From an optimization exercise on the open Yosys and OpenROAD flow, aimed at small area, a short achievable clock period and few clock cycles; shortcuts taken in it are not production practice. Where RTL was checked, it was by simulation tests only, not by an equivalence proof against the original.

==> maple: inputs <==
==> flow/design.v (excerpt) <==
module Riscv_core
    (
        input                   clk,
        input                   rst_n,
        output  [13:0]          rom_addr,    
        input   [31:0]          inst,
        output  [31:0]          dmem_addr,   
        input   [31:0]          dmem_rdata,  
        output  [31:0]          dmem_wdata,  
        output  [3:0]           dmem_wmask   
    );
export LEC_CHECK = 0
export ABC_AREA = 1
export CAP_MARGIN = 30
export CORE_MARGIN = 2
export CORE_UTILIZATION = 40
export CTS_BUF_LIST = sky130_fd_sc_hd__clkbuf_8
export CTS_CLUSTER_SIZE = 24
export PLACE_DENSITY = 0.55
export SLEW_MARGIN = 20
export SETUP_SLACK_MARGIN = 17
export BUFFER_PORTS_ARGS = -buffer_cell sky130_fd_sc_hd__buf_4
create_clock -name core_clock -period 24.0 [get_ports {clk}]
standard.sh (not shown) runs the stock make flow with config.mk's settings and CLKGATE_MAP_FILE= SYNTH_SCRIPT=/design/flow/synth_recipe.tcl, a recipe that flattens the netlist after the stock synthesis.
==> flow/flow/run.sh <==
#!/bin/bash
# Standard layout, with the timing repair aiming for a setup margin and
# ordinary buffers (not delay cells) on the ports.
cp standard.sh standard_sh.txt
cp config.mk config_mk_my.txt
echo "export SETUP_SLACK_MARGIN = 17" >> config.mk
echo "export BUFFER_PORTS_ARGS = -buffer_cell sky130_fd_sc_hd__buf_4" >> config.mk
bash standard.sh > standard.log 2>&1
==> umber (differences from maple) <==
--- a/flow/design.v
+++ b/flow/design.v
@@ -140,23 +140,21 @@
     wire [31:0] d_cb  = d_nb ? ~e_b : e_b;
     wire [5:0]  d_lza, d_lzb;
     Lzc32 u_lza (.v(d_ca), .lz(d_lza));
     Lzc32 u_lzb (.v(d_cb), .lz(d_lzb));
     wire [6:0]  d_nq  = {1'b0, d_lzb} - {1'b0, d_lza} + (d_na ? 7'd2 : 7'd1);
-    wire        d_b1  = (e_b == 32'd1) | (d_nb & (e_b == 32'hffffffff));
-    wire [4:0]  d_n   = d_bz ? 5'd0 :
-                        (d_b1 | (~d_nq[6] & (d_nq[5:0] > 6'd32))) ? 5'd16 :
+    wire [4:0]  d_n   = (d_bz | (~d_nq[6] & (d_nq[5:0] > 6'd32))) ? 5'd16 :
                         d_nq[6] ? 5'd0 : (d_nq[5:0] + 6'd1) >> 1;
     reg  [31:0] d_r, d_q;
     reg  [4:0]  d_left;
-    reg         d_fast, d_zero;      
-    wire [63:0] d_rot = {d_q, d_q} >> {d_left[3:0], 1'b0};
+    wire [31:0] d_ua  = d_na ? -e_a : e_a;
+    wire [63:0] d_rot = {d_ua, d_ua} >> {d_n[3:0], 1'b0};
     reg  [31:0] d_r0, d_q0;
     always @(*) begin
         for (k = 0; k < 32; k = k + 1) begin
-            d_r0[k] = (k < 32 - 2 * d_left) ? d_rot[k] : 1'b0;
-            d_q0[k] = (k < 32 - 2 * d_left) ? 1'b0 : d_rot[k];
+            d_r0[k] = (k < 32 - 2 * d_n) ? d_rot[k] : 1'b0;
+            d_q0[k] = (k < 32 - 2 * d_n) ? 1'b0 : d_rot[k];
         end
     end
     wire [32:0] d_nd = d_nb ? {1'b1, e_b} : {1'b1, ~e_b};
     reg  [31:0] d_r1, d_q1;
     reg  [32:0] d_t, d_diff;
@@ -172,13 +170,12 @@
     end
     wire        d_last  = (d_left == 5'd0);
     wire [31:0] div_out = e_f3[1] ? (d_last ? d_r : d_r1) : (d_last ? d_q : d_q1);
     wire        div_neg = e_f3[1] ? d_na : ((d_na ^ d_nb) & ~d_bz);
     wire        d_c0 = (md_cnt == 5'd0);
-    wire        d_c1 = (md_cnt == 5'd1);
     wire        e_done = ~(e_mul | e_div) | (e_mul & mul_end) |
-                         (e_div & ~d_c0 & ~d_c1 & (d_left <= 5'd1));
+                         (e_div & ~d_c0 & (d_left <= 5'd1));
     always @(posedge clk or negedge rst_n) begin
         if (!rst_n)
             md_cnt <= 5'd0;
         else if (e_done)
             md_cnt <= 5'd0;
@@ -189,19 +186,13 @@
     always @(posedge clk) begin
         mh    <= m_go ? m_sum[41:8] : 34'd0;
         ml    <= {m_sum[7:0], ml[23:8]};
         mprev <= m_go & e_b[7];
         if (d_c0) begin
-            d_q    <= d_na ? -e_a : e_a;
-            d_left <= d_n;
-            d_fast <= d_bz | d_b1;
-            d_zero <= d_bz;
-        end else if (d_c1) begin
             d_r    <= d_r0;
-            d_q    <= d_q0 | {32{d_zero}};
-            if (d_fast)
-                d_left <= 5'd0;
+            d_q    <= d_q0;
+            d_left <= d_n;
         end else begin
             d_r    <= d_r1;
             d_q    <= d_q1;
             d_left <= d_left - 5'd1;
         end
@@ -314,12 +305,13 @@
     wire        d_pred = d_br & d_imm[31];
     assign      d_fp   = d_valid & (d_jal | d_pred);
     assign rom_addr = pc_f[15:2];
     wire        f_jal  = (inst[6:0] == 7'b1101111);
     wire        f_bb   = (inst[6:0] == 7'b1100011) & inst[31];
-    wire [31:2] f_tj   = pc_f + {{12{inst[31]}}, inst[19:12], inst[20], inst[30:22]};
-    wire [31:2] f_tb   = pc_f + {{20{inst[31]}}, inst[7], inst[30:25], inst[11:9]};
+    wire [31:2] f_imm  = f_jal ? {{12{inst[31]}}, inst[19:12], inst[20], inst[30:22]} :
+                                 {{20{inst[31]}}, inst[7], inst[30:25], inst[11:9]};
+    wire [31:2] f_tgt  = pc_f + f_imm;
     always @(posedge clk or negedge rst_n) begin
         if (!rst_n) begin
             pc_f     <= 30'd0;
             d_valid  <= 1'b0;
             e_wen    <= 1'b0;
@@ -336,11 +328,11 @@
         end else if (e_done) begin
             if (redirect) begin
                 pc_f    <= redirect_pc;
                 d_valid <= 1'b0;
             end else if (~hazard) begin
-                pc_f    <= f_jal ? f_tj : f_bb ? f_tb : pc_f + 30'd1;
+                pc_f    <= (f_jal | f_bb) ? f_tgt : pc_f + 30'd1;
                 d_valid <= 1'b1;
             end
             e_wen    <= take & (rd != 5'd0) &
                         (d_r_type | d_i_alu | d_ld | d_jal | d_jalr | d_lui | d_auipc);
             e_aluop  <= take & ((d_r_type & ~d_ir[25]) | d_i_alu);
Settings changed: CORE_UTILIZATION 40 to 45, PLACE_DENSITY 0.55 to 0.6.
==> harbor (differences from maple) <==
--- a/flow/design.v
+++ b/flow/design.v
@@ -13,14 +13,13 @@
     integer     k;
     reg  [31:2] pc_f;
     reg         d_valid;
     reg  [31:0] d_ir;
     reg  [31:2] d_pc;
-    reg  [31:2] e_pc;
+    reg  [31:2] e_pc, e_tgt;
     reg         e_pred;      
     reg         e_next;      
-    reg         e_skip;      
     reg  [31:0] e_a, e_b, e_imm;
     reg  [4:0]  e_rd;
     reg  [2:0]  e_f3;
     reg         e_alt;       
     reg         e_use_b;     
@@ -62,16 +61,13 @@
             3'b110: alu_out = e_a | op2;
             default: alu_out = e_a & op2;
         endcase
     end
     wire [31:2] pc4    = e_pc + 30'd1;
-    wire [31:2] e_tgt  = e_pc + e_imm[31:2];
     wire        br_c   = e_f3[2] ? (e_f3[1] ? ltu : lts) : eq;
     wire        taken  = e_branch & (br_c ^ e_f3[0]);
-    wire        d_fp;
-    wire        kill   = taken & e_skip & ~d_fp;
-    wire        redirect = e_jalr | (e_branch & ~e_next & ~kill & (taken ^ e_pred));
+    wire        redirect = e_jalr | (e_branch & ~e_next & (taken ^ e_pred));
     wire [31:2] redirect_pc = e_jalr ? sum[31:2] : e_pred ? pc4 : e_tgt;
     reg  [31:0] e_res;
     always @(*) begin
         if (e_jal | e_jalr)  e_res = {pc4, 2'b00};
         else if (e_lui)      e_res = e_imm;
@@ -140,23 +136,21 @@
     wire [31:0] d_cb  = d_nb ? ~e_b : e_b;
     wire [5:0]  d_lza, d_lzb;
     Lzc32 u_lza (.v(d_ca), .lz(d_lza));
     Lzc32 u_lzb (.v(d_cb), .lz(d_lzb));
     wire [6:0]  d_nq  = {1'b0, d_lzb} - {1'b0, d_lza} + (d_na ? 7'd2 : 7'd1);
-    wire        d_b1  = (e_b == 32'd1) | (d_nb & (e_b == 32'hffffffff));
-    wire [4:0]  d_n   = d_bz ? 5'd0 :
-                        (d_b1 | (~d_nq[6] & (d_nq[5:0] > 6'd32))) ? 5'd16 :
+    wire [4:0]  d_n   = (d_bz | (~d_nq[6] & (d_nq[5:0] > 6'd32))) ? 5'd16 :
                         d_nq[6] ? 5'd0 : (d_nq[5:0] + 6'd1) >> 1;
     reg  [31:0] d_r, d_q;
     reg  [4:0]  d_left;
-    reg         d_fast, d_zero;      
-    wire [63:0] d_rot = {d_q, d_q} >> {d_left[3:0], 1'b0};
+    wire [31:0] d_ua  = d_na ? -e_a : e_a;
+    wire [63:0] d_rot = {d_ua, d_ua} >> {d_n[3:0], 1'b0};
     reg  [31:0] d_r0, d_q0;
     always @(*) begin
         for (k = 0; k < 32; k = k + 1) begin
-            d_r0[k] = (k < 32 - 2 * d_left) ? d_rot[k] : 1'b0;
-            d_q0[k] = (k < 32 - 2 * d_left) ? 1'b0 : d_rot[k];
+            d_r0[k] = (k < 32 - 2 * d_n) ? d_rot[k] : 1'b0;
+            d_q0[k] = (k < 32 - 2 * d_n) ? 1'b0 : d_rot[k];
         end
     end
     wire [32:0] d_nd = d_nb ? {1'b1, e_b} : {1'b1, ~e_b};
     reg  [31:0] d_r1, d_q1;
     reg  [32:0] d_t, d_diff;
@@ -172,13 +166,12 @@
     end
     wire        d_last  = (d_left == 5'd0);
     wire [31:0] div_out = e_f3[1] ? (d_last ? d_r : d_r1) : (d_last ? d_q : d_q1);
     wire        div_neg = e_f3[1] ? d_na : ((d_na ^ d_nb) & ~d_bz);
     wire        d_c0 = (md_cnt == 5'd0);
-    wire        d_c1 = (md_cnt == 5'd1);
     wire        e_done = ~(e_mul | e_div) | (e_mul & mul_end) |
-                         (e_div & ~d_c0 & ~d_c1 & (d_left <= 5'd1));
+                         (e_div & ~d_c0 & (d_left <= 5'd1));
     always @(posedge clk or negedge rst_n) begin
         if (!rst_n)
             md_cnt <= 5'd0;
         else if (e_done)
             md_cnt <= 5'd0;
@@ -189,19 +182,13 @@
     always @(posedge clk) begin
         mh    <= m_go ? m_sum[41:8] : 34'd0;
         ml    <= {m_sum[7:0], ml[23:8]};
         mprev <= m_go & e_b[7];
         if (d_c0) begin
-            d_q    <= d_na ? -e_a : e_a;
-            d_left <= d_n;
-            d_fast <= d_bz | d_b1;
-            d_zero <= d_bz;
-        end else if (d_c1) begin
             d_r    <= d_r0;
-            d_q    <= d_q0 | {32{d_zero}};
-            if (d_fast)
-                d_left <= 5'd0;
+            d_q    <= d_q0;
+            d_left <= d_n;
         end else begin
             d_r    <= d_r1;
             d_q    <= d_q1;
             d_left <= d_left - 5'd1;
         end
@@ -289,11 +276,11 @@
             d_imm = {{20{d_ir[31]}}, d_ir[31:20]};
     end
     wire        use1 = ~(d_lui | d_auipc | d_jal);
     wire        use2 = d_r_type | d_st | d_br;
     wire        e_late = e_load | e_mul | e_div;
-    wire        hazard = d_valid & ~kill & e_wen & e_late &
+    wire        hazard = d_valid & e_wen & e_late &
                          ((use1 & (rs1 == e_rd)) | (use2 & (rs2 == e_rd)));
     reg  [31:0] rf1, rf2;
     always @(*) begin
         rf1 = 32'd0;
         rf2 = 32'd0;
@@ -307,19 +294,20 @@
     wire        fm1 = m_wen & (m_rd == rs1);
     wire        fm2 = m_wen & (m_rd == rs2);
     wire [31:0] rv1 = (rs1 == 5'd0) ? 32'd0 : fe1 ? e_res : fm1 ? wb : rf1;
     wire [31:0] rv2 = (rs2 == 5'd0) ? 32'd0 : fe2 ? e_res : fm2 ? wb : rf2;
     wire        go   = e_done & ~redirect & ~hazard;    
-    wire        take = go & d_valid & ~kill;
+    wire        take = go & d_valid;
+    wire [31:2] d_tgt  = d_pc + d_imm[31:2];
     wire        d_next = (d_imm == 32'd4);
     wire        d_pred = d_br & d_imm[31];
-    assign      d_fp   = d_valid & (d_jal | d_pred);
     assign rom_addr = pc_f[15:2];
     wire        f_jal  = (inst[6:0] == 7'b1101111);
     wire        f_bb   = (inst[6:0] == 7'b1100011) & inst[31];
-    wire [31:2] f_tj   = pc_f + {{12{inst[31]}}, inst[19:12], inst[20], inst[30:22]};
-    wire [31:2] f_tb   = pc_f + {{20{inst[31]}}, inst[7], inst[30:25], inst[11:9]};
+    wire [31:2] f_imm  = f_jal ? {{12{inst[31]}}, inst[19:12], inst[20], inst[30:22]} :
+                                 {{20{inst[31]}}, inst[7], inst[30:25], inst[11:9]};
+    wire [31:2] f_tgt  = pc_f + f_imm;
     always @(posedge clk or negedge rst_n) begin
         if (!rst_n) begin
             pc_f     <= 30'd0;
             d_valid  <= 1'b0;
             e_wen    <= 1'b0;
@@ -336,11 +324,11 @@
         end else if (e_done) begin
             if (redirect) begin
                 pc_f    <= redirect_pc;
                 d_valid <= 1'b0;
             end else if (~hazard) begin
-                pc_f    <= f_jal ? f_tj : f_bb ? f_tb : pc_f + 30'd1;
+                pc_f    <= (f_jal | f_bb) ? f_tgt : pc_f + 30'd1;
                 d_valid <= 1'b1;
             end
             e_wen    <= take & (rd != 5'd0) &
                         (d_r_type | d_i_alu | d_ld | d_jal | d_jalr | d_lui | d_auipc);
             e_aluop  <= take & ((d_r_type & ~d_ir[25]) | d_i_alu);
@@ -359,13 +347,13 @@
         if (go) begin
             d_ir <= inst;
             d_pc <= pc_f;
         end
         e_pc    <= d_pc;
+        e_tgt   <= d_tgt;
         e_pred  <= d_pred;
         e_next  <= d_next;
-        e_skip  <= (d_imm == 32'd8);
         e_imm   <= d_imm;
         e_alt   <= d_ir[30];
         e_use_b <= d_r_type | d_br;
         if (e_done) begin
             e_a     <= rv1;
Settings changed: CORE_UTILIZATION 40 to 45, CTS_BUF_LIST sky130_fd_sc_hd__clkbuf_8 to default, CTS_CLUSTER_SIZE 24 to default, PLACE_DENSITY 0.55 to 0.6.
==> comparison <==
umber finished clean. maple passed the timing, DRC and antenna checks. harbor passed the timing, DRC and antenna checks.
In harbor the area after synthesis is larger than in maple, by about 1%.
In maple the register-to-register slack is better than in harbor, by 110 ps.
Against harbor, the global-route usage of umber is lower by 0.49 points.
Count of clock-buffer cells in the layout: maple > umber > harbor.
In harbor the worst hold slack is higher than in maple, by 37 ps.
The lowest utilization belongs to maple, the highest to umber.
==> figures <==
Mux cell area share after synthesis: umber 0.260%; harbor 0.127%; maple 0.658%
Total length of routed wires: umber 494000 um; harbor 505000 um; maple 526000 um
Root cell of the clock tree: umber sky130_fd_sc_hd__clkbuf_8; harbor sky130_fd_sc_hd__clkbuf_16; maple sky130_fd_sc_hd__clkbuf_8
Worst Reg-to-Reg Cells: umber 16; harbor 43; maple 28
Worst-case clock skew: umber 146 ps; harbor 96.5 ps; maple 97.6 ps
Number of multi-input combinational cells: umber 7704; harbor 8052; maple 7748
GR met1 Demand/Resource: umber 54.6%; harbor 57.5%; maple 50.8%
Buf+Inv Stages, Crit Path: umber 2; harbor 4; maple 5
Average instance area after synthesis: umber 8.36 um2; harbor 8.25 um2; maple 8.40 um2
Status: umber no timing/DRC/antenna violations; harbor no timing/DRC/antenna violations; maple no timing/DRC/antenna violations
Cell count after placement: umber 13.7k; harbor 14.2k; maple 14.1k
Critical path depth: umber 6; harbor 23; maple 8
Clock Pin Slew Worst Setup and Hold Paths: umber 80 ps; harbor 60 ps; maple 70 ps
Testbench counts of maple, summed over its fixed seeds: cycles 34,435.
Testbench counts of umber, summed over its fixed seeds: cycles 35,921.
The RTL of harbor was laid out without a check of its function.

[static timing again, ports no longer ideal]
How much do the figures lean on ideal ports? The routed layouts below were timed once more, with nothing changed but the port constraints. Step 1: set_driving_cell puts a clkbuf_16 on clk and a buf_2 on each other input, an assumption about the parent block. Step 2, shift: input delay + t, output delay - t, t = (earliest + latest rising clock arrival at the registers) / 2. This alone moves slack from input paths to output paths. a / b / c = no drivers / after step 1 / after step 2; a / b = the first two.
| run | t, ns | setup slack, ns | slew at the worst register clock pin (ns) |
|---|---|---|---|
| maple | 1.129 | 16.747 / 16.651 / 15.815 | 0.09 / 0.09 |
| umber | 1.118 | 17.027 / 16.926 / 16.006 | 0.08 / 0.08 |
| harbor | 0.911 | 16.939 / 16.959 / 16.068 | 0.07 / 0.07 |
After both steps setup and hold are still met in every run listed. The setup slack of umber, which loses most, moves by -0.101 ns with the drivers and by -1.021 ns with both steps.
